This design comes from an exercise in tuning for small area on the open sky130 flow, not from production work. Function was checked by simulation only, so behaviour that the tests miss may differ from the original. Power figures rest on the tool's default switching activity, not on a simulated workload.

<file path="design/flow/run.sh">
#!/bin/bash
# synth_recipe.tcl (not shown) runs the flow's synth.tcl, then flattens the netlist and writes it again
# the make line also repeats each setting of config.mk as NAME=value (left out here)
make -C /OpenROAD-flow-scripts/flow DESIGN_CONFIG=/design/flow/config.mk WORK_HOME=/design/flow/orfs CLKGATE_MAP_FILE= SYNTH_SCRIPT=/design/flow/synth_recipe.tcl finish
</file>
<file path="design/flow/config.mk">
export PLATFORM = sky130hd
export DESIGN_NAME = QA
export DESIGN_NICKNAME = QA
export VERILOG_FILES = /design/flow/design.v
export SDC_FILE = /design/flow/constraint.sdc
export NUM_CORES = 4
export LEC_CHECK = 0
export CAP_MARGIN = 20
export CORE_MARGIN = 2
export CORE_UTILIZATION = 40
export SLEW_MARGIN = 20
</file>
<file path="design/flow/constraint.sdc">
create_clock -name core_clock -period 6.0 [get_ports {clk}]
set_input_delay 1.2000 -clock core_clock [delete_from_list [all_inputs] [get_ports {clk}]]
set_output_delay 1.2000 -clock core_clock [all_outputs]
set_load 0.01 [all_outputs]
</file>
<file path="design/flow/design.v">
`timescale 1ns / 1ps
module multiply(
    input wire [31:0] in0,
    input wire [2:0] c,
    output wire [31:0] out0
    );
    wire [1:0] i, j, k; 
    assign i = (c[2])? 2'd1 : 2'd0;  
    assign j = (c[1])? 2'd2 : 2'd0;  
    assign k = (c[0])? 2'd3 : 2'd0;  
    wire [31:0] w0, w1, w2, w3, w4;
    r_shift s0(.in0(in0),   .step(i),   .out0(w0));
    r_shift s1(.in0(in0),   .step(j),   .out0(w1));
    r_shift s3(.in0(in0),   .step(k),   .out0(w2));
    assign w3 = w0 + w1;
    assign w4 = w2 + w3;
    assign out0 = w4;
endmodule
module r_shift(
    input wire [31:0] in0,
    input wire [1:0] step,
    output wire [31:0] out0
    );
    assign out0 =
        (step == 2'd0)                      ? 32'd0 :
        (step == 2'd1) && (in0[31] == 1'b1) ? (in0 >> step)|32'h8000_0000 :
        (step == 2'd2) && (in0[31] == 1'b1) ? (in0 >> step)|32'hc000_0000 :
        (step == 2'd3) && (in0[31] == 1'b1) ? (in0 >> step)|32'he000_0000 :
        (in0 >> step) ;
endmodule
module lsfr_16bit(
    input wire  [15:0] in0,
    output wire [15:0] out0
    );
    wire w0;
    assign w0 = in0[15] ^ in0[13] ^ in0[12] ^ in0[10];
    assign out0 = {in0[14:0],w0};
endmodule
module lsfr_12bit(
    input wire  [11:0] in0,
    output wire [11:0] out0
    );
    wire w0;
    assign w0 = in0[11] ^ in0[10] ^ in0[9] ^ in0[3];
    assign out0 = {in0[10:0],w0};
endmodule
module lsfr_32bit(
    input wire  [31:0] in0,
    output wire [31:0] out0
    );
    wire w0, temp0;
    assign w0 = in0[31] ^~ in0[21] ^~ in0[1] ^~ in0[0];
    assign out0 = {in0[30:0],w0};
endmodule
`timescale 1ns / 1ps
module mux4to1_32bit(
    input   wire [31:0] in0, in1, in2, in3,
    input   wire [1:0] sel,
    output  wire [31:0] out0
    );
    assign  out0 =  (sel==2'd0)? in0:
                    (sel==2'd1)? in1:
                    (sel==2'd2)? in2:
                                 in3;
endmodule
`timescale 1ns / 1ps
module QA(
    input wire clk, rst,
    input wire [31:0] Q0_A, Q1_A, Q2_A, Q3_A,
    input wire [31:0] Q0_B, Q1_B, Q2_B, Q3_B,
    input wire [31:0] R,
    input wire [1:0] A_A, Amax_A, A_B, Amax_B,
    input wire [2:0] alpha, gamma,
    output reg [31:0] Qnew_A,Qnew_B
    );
    reg [31:0] Q0_reg0_A, Q1_reg0_A, Q2_reg0_A, Q3_reg0_A;
    reg [31:0] Q0_reg1_A, Q1_reg1_A, Q2_reg1_A, Q3_reg1_A;
    reg [1:0] Amax_reg0_A, A_reg0_A;
    reg [31:0] Q0_reg0_B, Q1_reg0_B, Q2_reg0_B, Q3_reg0_B;
    reg [31:0] Q0_reg1_B, Q1_reg1_B, Q2_reg1_B, Q3_reg1_B;
    reg [1:0] Amax_reg0_B, A_reg0_B;
    reg [31:0] R_reg0_A, R_reg0_B;
    always @(posedge clk) begin 
        Q0_reg0_A <= Q0_A;
        Q1_reg0_A <= Q1_A;
        Q2_reg0_A <= Q2_A;
        Q3_reg0_A <= Q3_A;
        Q0_reg1_A <= Q0_reg0_A;
        Q1_reg1_A <= Q1_reg0_A;
        Q2_reg1_A <= Q2_reg0_A;
        Q3_reg1_A <= Q3_reg0_A;
        Amax_reg0_A <= Amax_A;
        A_reg0_A <= A_A;
        R_reg0_A <= R;
        Q0_reg0_B <= Q0_B;
        Q1_reg0_B <= Q1_B;
        Q2_reg0_B <= Q2_B;
        Q3_reg0_B <= Q3_B;
        Q0_reg1_B <= Q0_reg0_B;
        Q1_reg1_B <= Q1_reg0_B;
        Q2_reg1_B <= Q2_reg0_B;
        Q3_reg1_B <= Q3_reg0_B;
        Amax_reg0_B <= Amax_B;
        A_reg0_B <= A_B;
        R_reg0_B <= R;
    end
    wire [31:0] Qmax_A;
    mux4to1_32bit max0_A( .in0(Q0_reg0_A),   .in1(Q1_reg0_A),   .in2(Q2_reg0_A),   .in3(Q3_reg0_A),
                       .sel(Amax_reg0_A),  .out0(Qmax_A)
                        );
    wire [31:0] Qsel_A;
    mux4to1_32bit mux0_A( .in0(Q0_reg1_A),   .in1(Q1_reg1_A),   .in2(Q2_reg1_A),   .in3(Q3_reg1_A),
                       .sel(A_reg0_A),    .out0(Qsel_A)
                        );
    wire [31:0] Qmax_B;
    mux4to1_32bit max0_B( .in0(Q0_reg0_B),   .in1(Q1_reg0_B),   .in2(Q2_reg0_B),   .in3(Q3_reg0_B),
                       .sel(Amax_reg0_B),  .out0(Qmax_B)
                        );
    wire [31:0] Qsel_B;
    mux4to1_32bit mux0_B( .in0(Q0_reg1_B),   .in1(Q1_reg1_B),   .in2(Q2_reg1_B),   .in3(Q3_reg1_B),
                       .sel(A_reg0_B),    .out0(Qsel_B)
                        );
    reg [31:0] Qsel_reg0_A, Qsel_reg1_A, Qsel_reg2_A, Qsel_reg3_A;  
    always @(posedge clk) begin
        Qsel_reg0_A <= Qsel_A;
        Qsel_reg1_A <= Qsel_reg0_A;
        Qsel_reg2_A <= Qsel_reg1_A;
        Qsel_reg3_A <= Qsel_reg2_A;
    end              
    reg [31:0] Qsel_reg0_B, Qsel_reg1_B, Qsel_reg2_B, Qsel_reg3_B;  
    always @(posedge clk) begin
        Qsel_reg0_B <= Qsel_B;
        Qsel_reg1_B <= Qsel_reg0_B;
        Qsel_reg2_B <= Qsel_reg1_B;
        Qsel_reg3_B <= Qsel_reg2_B;
    end
    wire [31:0] Gm_A, Gm_B;
    reg [31:0] Gm_reg0_A, Gm_reg0_B;
    multiply mul0_A(.in0(Qmax_A), .c(gamma), .out0(Gm_A));
    multiply mul0_B(.in0(Qmax_B), .c(gamma), .out0(Gm_B));
    always @(posedge clk) begin
        Gm_reg0_A <= Gm_A;
        Gm_reg0_B <= Gm_B;
    end
    wire [31:0] RQ_A, RQg_A, Ap_A;
    reg [31:0] Ap_reg0_A;
    wire [31:0] RQ_B, RQg_B, Ap_B;
    reg [31:0] Ap_reg0_B;
    assign RQ_A  = R_reg0_A - Qsel_reg1_A;
    assign RQg_A = RQ_A + Gm_reg0_A;
    assign RQ_B  = R_reg0_B - Qsel_reg1_B;
    assign RQg_B = RQ_B + Gm_reg0_B;
    reg [31:0] RQg_reg0_A, RQg_reg0_B;
    always @(posedge clk) begin
        RQg_reg0_A <= RQg_A;
        RQg_reg0_B <= RQg_B;
    end
    multiply mul1_A(.in0(RQg_reg0_A), .c(alpha), .out0(Ap_A));
    multiply mul1_B(.in0(RQg_reg0_B), .c(alpha), .out0(Ap_B));
    always @(posedge clk) begin
        Ap_reg0_A <= Ap_A;
        Ap_reg0_B <= Ap_B;
    end
    wire [31:0] Qnew_temp0_A, Qnew_temp0_B;
    assign Qnew_temp0_A = Ap_reg0_A + Qsel_reg3_A;
    assign Qnew_temp0_B = Ap_reg0_B + Qsel_reg3_B;
    always @(posedge clk) begin
        Qnew_A <= Qnew_temp0_A;
        Qnew_B <= Qnew_temp0_B;
    end
endmodule
</file>
==> key figures, run 1 <==
Outcome
  – Status: timing/DRC/antenna clean

Worst setup path
  – CP peak stage delay: 0.74 ns
  – Crit Path Class: reg -> reg
  – CP max stage cell: dfxtp_1
  – Max FO, Critical Path: 12
  – Crit path launch type: flip-flop
  – Worst path depth: 15
  – Reg2Reg Depth: 15
  – Critical path required time: 6.60 ns
  – Worst Path Arrival: 5.54 ns
  – WP buf/inv: 0
  – Nature of the critical path endpoint: flip-flop
  – Delay-heaviest family, CP: compound AO/OA/AOI/OAI gates
  – Cell breakdown of the critical path: mux4_2 > and2_1 > fa_1 > ha_1 > fa_1 > a21oi_1 > o21ai_0 > nand3_1 > a31oi_1 > o21a_1 > o21ai_0 > a21oi_1 > o41ai_2 > or4b_2 > o211ai_1

Placed design
  – Cell Area, Placed: 48170 um2
  – Cells after DPL: 5600
  – Routability cong.: 0.8592
  – Port Buffer Count: 366
  – Placed wire-length estimate: 75.78 mm

Routing
  – Remaining antenna violation count after routing: 0
  – WL final: 95.41 mm
  – Total iterations of the first detailed-routing run: 5
  – Via total after detailed routing: 26615
  – Residual DRC: 0
  – DR vias/cell: 4.586
  – Average wire per standard cell: 16.44 um
  – 1st-iter DRT viols: 957

Global routing
  – Initial antenna violation count: 12
  – Largest net degree at the start of global routing: 62
  – Grt ovf: 0
  – Global-route wire length before repair: 147.1 mm
  – Vias in the first global route: 26508
  – Tot GR Track Use: 0.1721

Yosys
  – Post-synth top area cell: dfxtp_1
  – Synth area leaders: dfxtp_1, fa_1, ha_1
  – Cells after Synth: 3883
  – Mapped Area: 42860 um2
  – Synth async-reset ratio: 0
  – Most frequent cell after synthesis: dfxtp_1
  – Post-synthesis register bit count: 1062
  – Commonest cells in the netlist: dfxtp_1, inv_1, nand2_1
  – Number of synthesized flops with an enable pin: 0
  – Post-synthesis cell type count: 64
  – Post-synth top flop: dfxtp_1
  – Mean Syn Cell Area: 11.04 um2
  – Register area share after synthesis: 0.4960
  – Yosys top cell area share: 0.4960
  – Syn Nets: 4624
  – Yosys Warn Count: 1

STA
  – RSZ-0062 raised after global routing: no
  – Crit path time final: 4.935 ns
  – Slew Viols, Final: 0
  – Least-Margin Pin Slew: 0.8196 ns
  – Final hold violation count: 0
  – Final hold slack: 0.3024 ns
  – Max Freq: 0.2026 GHz
  – Final clock skew: 0.03350 ns
  – Slew headroom: 0.4536
  – Final worst-path cycle share: 0.8225
  – # setup viols final: 0
  – Setup TNS: 0 ns

Cells and area
  – FILL cells: 9705
  – Share of cells above drive strength 1: 0.08458
  – Finished Layout Cells: 5803
  – Final nets: 5048
  – Post-route cell area: 52020 um2
  – Layout Utilization: 0.4880
  – Layout area overhead: 21.37%

Clock tree
  – Clk pin slew, worst setup/hold paths: 0.07 ns
  – Clk root buf: clkbuf_16
  – Post_cts resized: 0
  – H-Tree Depth: 3
  – Inserted Clock Buffers: 107
  – CTS tree: yes
  – Setup Buffers After CTS: 0
  – Clock buffer depth: 3
  – Hold_buf cts: 0
  – Worst skew pair latency: 0.70 ns
  – Clock Sinks: 1062

Floorplan
  – Die H: 331.4 um
  – CORE AREA: 106600 um2
  – Full die area: 109800 um2
  – Initial Utilization: 0.4021
  – Row count: 120
  – Chip width: 331.4 um
  – # IOs: 368

Power
  – Pleak: 23.83 nW
  – Cell Pwr Density: 519.0 nW/um2
  – VDD IR max: 0.0002544 V

Hold path
  – Hold depth: 0
  – Hold crit path type: reg -> reg

Run
  – Max-cap viol count: 0
power breakdown:
part	switching, mW	internal (mW)
Sequential	0.564	8.50
Clock	2.88	4.13
Combinational	5.92	5.02
final timing paths:
path / from / end / slack [ns]
min reg2reg: Qsel_reg2_B[17]$_DFF_P_ / Qsel_reg3_B[17]$_DFF_P_ / 0.30
min: Qsel_reg2_B[17]$_DFF_P_ / Qsel_reg3_B[17]$_DFF_P_ / 0.30
max reg2reg: Amax_reg0_B[1]$_DFF_P_ / Gm_reg0_B[21]$_DFF_P_ / 1.07
max: Amax_reg0_B[1]$_DFF_P_ / Gm_reg0_B[21]$_DFF_P_ / 1.07
final cells by class:
| class | instances | area, um2 | share of cell area |
|---|---|---|---|
| inverters | 506 | 1899 | 0.03651 |
| clock buffers | 139 | 2988 | 0.05743 |
| clock inverters | 61 | 843.3 | 0.01621 |
| flip-flops and latches | 1062 | 21270 | 0.4088 |
| diodes | 2 | 5.005 | 0.00009620 |
| repair buffers | 388 | 3836 | 0.07374 |
| well taps | 1403 | 1755 | 0.03374 |
| multi-input cells | 2242 | 19430 | 0.3735 |
worst reg2reg max path: stages, from the launching register on:
cell      delay, ns
dfxtp_1        0.74
mux4_2         0.45
and2_1         0.20
fa_1           0.43
ha_1           0.25
fa_1           0.46
a21oi_1        0.19
o21ai_0        0.15
nand3_1        0.13
a31oi_1        0.11
o21a_1         0.25
o21ai_0        0.21
a21oi_1        0.13
o41ai_2        0.40
or4b_2         0.64
o211ai_1       0.12
cell families (layout without fill, tap and decap cells):
family / count (synthesis) / after routing / synth area share
XOR/XNOR: 222 / 222 / 0.04536
AO/OA/AOI/OAI: 639 / 639 / 0.09504
AND/OR/NAND/NOR: 815 / 815 / 0.08480
buffers and inverters: 579 / 1094 / 0.05070
other: 0 / 2 / 0
multiplexers: 129 / 129 / 0.06690
adder cells (fa/ha/maj): 437 / 437 / 0.1612
flip-flops: 1062 / 1062 / 0.4960
per-stage QoR:
step	power, mW	setup WS, ns
floorplan	17.33	0.8065
global placement	20.02	0.4293
detailed placement	20.12	0.3727
CTS	27.25	1.085
global route	29.11	0.7154
finish	27.00	1.065
layout by cell type (no fill, tap or decap), types with 17 or more instances in the layout:
master and instances:
a21o_1 114, a211oi_1 18, and3_1 25, o21bai_1 33, xor2_1 66, o21ai_0 111, xnor2_1 156, a21oi_1 219
fa_1 192, mux4_2 126, clkdlybuf4s50_1 360, a31oi_1 19, nor2_1 123, ha_1 245, o21a_1 24, nand4_1 23
nor3_1 25, nand2b_1 34, nor2b_1 25, and2_1 42, clkbuf_16 107, clkinv_2 17, buf_4 19, nand2_1 442
clkbuf_8 19, inv_1 506, nand3_1 37, dfxtp_1 1058
routing by layer:
layer	GRT usage	up-vias	share of wire
met5	0	-	0.00055
met4	0.04780	8	0.019
met3	0.02771	105	0.043
met2	0.2738	522	0.45
met1	0.2426	12264	0.49
li1	-	13716	-
==> run 2: changes to the inputs <==
==> design/flow/design.v (replaced) <==
`timescale 1ns / 1ps
module QA(
    input wire clk, rst,
    input wire [31:0] Q0_A, Q1_A, Q2_A, Q3_A,
    input wire [31:0] Q0_B, Q1_B, Q2_B, Q3_B,
    input wire [31:0] R,
    input wire [1:0] A_A, Amax_A, A_B, Amax_B,
    input wire [2:0] alpha, gamma,
    output wire [31:0] Qnew_A, Qnew_B
    );
    qa_agent agA(.clk(clk), .Q0(Q0_A), .Q1(Q1_A), .Q2(Q2_A), .Q3(Q3_A),
                 .A(A_A), .Amax(Amax_A), .R(R), .alpha(alpha), .gamma(gamma),
                 .Qnew(Qnew_A));
    qa_agent agB(.clk(clk), .Q0(Q0_B), .Q1(Q1_B), .Q2(Q2_B), .Q3(Q3_B),
                 .A(A_B), .Amax(Amax_B), .R(R), .alpha(alpha), .gamma(gamma),
                 .Qnew(Qnew_B));
endmodule
module qa_agent(
    input wire clk,
    input wire [31:0] Q0, Q1, Q2, Q3,
    input wire [1:0] A, Amax,
    input wire [31:0] R,
    input wire [2:0] alpha, gamma,
    output reg [31:0] Qnew
    );
    reg [31:0] q0, q1, q2, q3;
    reg [31:0] qsel1, qsel2, qsel3, qsel4;
    reg [1:0]  amax1;
    reg [31:1] td3, td4;
    reg [31:0] res5;
    wire [31:0] qsel = (A == 2'd0) ? q0 : (A == 2'd1) ? q1 : (A == 2'd2) ? q2 : q3;
    wire [31:0] qmax = (amax1 == 2'd0) ? q0 : (amax1 == 2'd1) ? q1 : (amax1 == 2'd2) ? q2 : q3;
    wire [31:0] gq = (gamma[2] ? {qmax[31], qmax[31:1]} : 32'd0)
                   + (gamma[1] ? {{2{qmax[31]}}, qmax[31:2]} : 32'd0)
                   + (gamma[0] ? {{3{qmax[31]}}, qmax[31:3]} : 32'd0);
    wire [31:0] td = R - qsel2 + gq;
    wire [31:0] at = (alpha[2] ? {td4[31], td4[31:1]} : 32'd0)
                   + (alpha[1] ? {{2{td4[31]}}, td4[31:2]} : 32'd0)
                   + (alpha[0] ? {{3{td4[31]}}, td4[31:3]} : 32'd0);
    always @(posedge clk) begin
        q0 <= Q0; q1 <= Q1; q2 <= Q2; q3 <= Q3;
        qsel1 <= qsel;
        qsel2 <= qsel1;
        amax1 <= Amax;
        td3   <= td[31:1];
        qsel3 <= qsel2;
        td4   <= td3;
        qsel4 <= qsel3;
        res5  <= qsel4 + at;
        Qnew  <= res5;
    end
endmodule
==> key figures, run 2 <==
Outcome
  – Status: timing/DRC/antenna clean

Worst setup path
  – Critical path origin: agA.amax1[0]$_DFF_P_
  – Reg2reg start: agA.amax1[0]$_DFF_P_
  – Crit Path Class: reg -> reg
  – Worst R2R Setup Slack: 0.45 ns
  – Nature of the critical path endpoint: flip-flop
  – Worst Path Arrival: 6.03 ns
  – Crit path to: agA.td3[30]$_DFF_P_
  – Reg2Reg Depth: 17
  – Crit path launch type: flip-flop
  – Max FO, Critical Path: 10
  – Critical path required time: 6.48 ns
  – Capturing point of the worst reg2reg path: agA.td3[30]$_DFF_P_

STA
  – Final hold violation count: 0
  – RSZ-0062 raised after global routing: no
  – Crit path time final: 5.549 ns
  – Final clock skew: 0.01948 ns
  – Final worst-path cycle share: 0.9248
  – Max Freq: 0.1802 GHz
  – Final worst setup slack: 0.4510 ns
  – Slew headroom: 0.5381
  – Slew Viols, Final: 0
  – Least-Margin Pin Slew: 0.6928 ns
  – # setup viols final: 0

Yosys
  – Mean Syn Cell Area: 11.82 um2
  – Post-synthesis register bit count: 768
  – Register area share after synthesis: 0.4543
  – Synth area leaders: dfxtp_1, fa_1, mux4_2
  – Cells after Synth: 2863
  – Yosys top cell area share: 0.4543
  – Commonest cells in the netlist: dfxtp_1, inv_1, fa_1
  – Post-synth top flop: dfxtp_1
  – Mapped Area: 33840 um2
  – Post-synth top area cell: dfxtp_1
  – Yosys Warn Count: 1
  – Most frequent cell after synthesis: dfxtp_1
  – Syn Nets: 3599
  – Synth async-reset ratio: 0
  – Number of synthesized flops with an enable pin: 0
  – Post-synthesis cell type count: 66

Clock tree
  – Post_cts resized: 0
  – Clk pin slew, worst setup/hold paths: 0.06 ns
  – Clock Sinks: 768
  – Setup Buffers After CTS: 0
  – H-Tree Depth: 3
  – Clock buffer depth: 3
  – Clk root buf: clkbuf_16
  – Inserted Clock Buffers: 82
  – Worst skew pair latency: 0.63 ns
  – CTS tree: yes
  – Hold_buf cts: 0

Power
  – Switch Pwr: 9.214 mW
  – Cell Pwr Density: 583.9 nW/um2
  – Pleak: 18.75 nW
  – VDD IR max: 0.0002379 V
  – Switching power share of the total: 0.3763
  – P_int: 15.27 mW
  – Power share of the clock group: 0.209
  – Share of total power in combinational logic: 0.505
  – Seq pwr share: 0.286

Floorplan
  – Full die area: 86950 um2
  – CORE AREA: 83690 um2
  – Chip width: 294.9 um
  – # IOs: 368
  – Initial Utilization: 0.4044
  – Die H: 294.9 um
  – Row count: 106

Routing
  – Residual DRC: 0
  – 1st-iter DRT viols: 1072
  – Via total after detailed routing: 20549
  – Average wire per standard cell: 17.73 um
  – Total iterations of the first detailed-routing run: 5
  – DR vias/cell: 4.560
  – WL final: 79.91 mm
  – Remaining antenna violation count after routing: 0

Hold path
  – Hold depth: 0
  – Hold crit path type: reg -> reg

Global routing
  – Global-route wire length before repair: 123.2 mm
  – Vias in the first global route: 21238
  – Largest net degree at the start of global routing: 59
  – Initial antenna violation count: 10
  – Grt ovf: 0
  – Tot GR Track Use: 0.1879

Cells and area
  – Most frequent cells in the layout: dfxtp_1, inv_1, clkdlybuf4s50_1, fa_1, nand2_1
  – FILL cells: 7366
  – Most common cell after layout, fill and taps aside: dfxtp_1
  – Share of cells above drive strength 1: 0.1028
  – Final nets: 4039
  – Finished Layout Cells: 4506
  – Layout area overhead: 23.92%

Run
  – Max-cap viol count: 0

Placed design
  – Cells after DPL: 4353
  – Routability cong.: 0.8548
  – Placed wire-length estimate: 65.15 mm
  – Pre-CTS setup slack: -0.03971 ns
  – Port Buffer Count: 366
## run 2: cell count changes in the layout (fill, tap and decap cells not counted), moves of 37 or more
cell	previous run	this run
nand2_1	442	272
buf_4	19	56
fa_1	192	308
and2_1	42	138
ha_1	245	124
o21ai_0	111	43
a21oi_1	219	94
xnor2_1	156	98
a21o_1	114	45
dfxtp_1	1058	766
xor2_1	66	22
inv_1	506	432
nor2_1	123	78
## run 2: stage by stage
step	utilization	TNS (ns)	hold slack, ns	instance area, um2	total power, mW
after floorplan	-	0	0.3096	33840	16.06
after global placement	0.4677	-0.008850	0.3103	39140	19.41
after detailed placement	0.4677	-0.03971	0.3121	39140	19.53
after CTS	0.5009	0	0.3196	41920	24.76
after global routing	0.5011	0	0.3273	41930	26.67
final	0.5011	0	0.3204	41940	24.49
## run 2: area by class of cell
type                    instances  area (um2)  share of cell area
diodes                          7       17.52           0.0004177
clock buffers                 114        2396             0.05713
clock inverters                32       382.9            0.009129
inverters                     432        1622             0.03867
multi-input cells            1592       16580              0.3953
flip-flops and latches        768       15380              0.3667
well taps                    1134        1419             0.03383
repair buffers                427        4144             0.09881
## run 2: cell families after synthesis
| family | count (synthesis) | synth area share |
|---|---|---|
| AND/OR/NAND/NOR | 599 | 0.08448 |
| adder cells (fa/ha/maj) | 432 | 0.2280 |
| flip-flops | 768 | 0.4543 |
| multiplexers | 127 | 0.08340 |
| XOR/XNOR | 120 | 0.03105 |
| buffers and inverters | 503 | 0.05582 |
| AO/OA/AOI/OAI | 314 | 0.06292 |
## run 2: critical path: stages, from the launching register on
cell	delay (ns)
dfxtp_2	0.53
buf_4	0.24
mux4_2	0.57
and2_1	0.19
fa_1	0.45
fa_1	0.49
inv_1	0.05
fa_1	0.52
inv_1	0.06
ha_1	0.28
a211oi_1	0.25
o21bai_1	0.18
o2111a_1	0.32
o21ai_0	0.39
nand4_1	0.21
a31o_2	0.27
a21oi_1	0.22
o311ai_0	0.16
## run 2: how the worst min path moves through the flow
stage,start,slack (ns),endpoint
2_1_floorplan,agA.res5[0]$_DFF_P_,0.31,agA.Qnew[0]$_DFF_P_
3_3_place_gp,agA.qsel1[22]$_DFF_P_,0.31,agA.qsel2[22]$_DFF_P_
5_1_grt,agA.qsel1[1]$_DFF_P_,0.33,agA.qsel2[1]$_DFF_P_
6_report,agB.qsel1[21]$_DFF_P_,0.32,agB.qsel2[21]$_DFF_P_
3_5_place_dp,agA.qsel1[2]$_DFF_P_,0.31,agA.qsel2[2]$_DFF_P_
4_1_cts,agA.qsel1[16]$_DFF_P_,0.32,agA.qsel2[16]$_DFF_P_
## run 2: metal layers
layer / part of all wire / global-route usage / vias up
met4: 0.025 / 0.06757 / 6
met5: 0.00038 / 0 / -
met1: 0.48 / 0.2655 / 9777
li1: - / - / 10171
met2: 0.45 / 0.2898 / 477
met3: 0.050 / 0.03273 / 118
## run 2: power by group through the flow
stage,combinational [mW],clock (mW),sequential [mW]
finish,12.4,5.11,7.01
global route,14.0,5.47,7.15
CTS,12.5,5.26,7.03
detailed placement,12.4,0,7.14
global placement,12.3,0,7.13
floorplan,9.04,0,7.02

[separate check: timing with driven ports]
The flow's constraints put no driver on any port. The routed layouts listed below were extracted and timed again, unchanged, in two steps. Step 1: set_driving_cell puts a clkbuf_16 on clk and a buf_2 on each other input, an assumption about the parent block. Step 2 adds t to the input delays and takes it off the output delays; t is the mean of the earliest and latest rising clock arrival at the registers after step 1. Input paths then give back, and output paths get back, about the clock's delay inside the block. Three values: ideal ports, drivers, drivers and shift; two values: the first two.
run	t (ns)	setup WS [ns]	worst setup path after step 2	latest minus earliest clock arrival (ns)	worst slew at a driven data input, ns
run 1	0.746	1.065 / 1.065 / 0.500	input to register	0.039 / 0.039	0.11
run 2	0.682	0.451 / 0.451 / -0.048	input to register	0.025 / 0.026	0.12
Met with ideal ports but missed after step 2: setup timing in run 2. For run 1, which loses most, drivers alone change the setup slack by 0.000 ns; drivers and shift together by -0.565 ns.
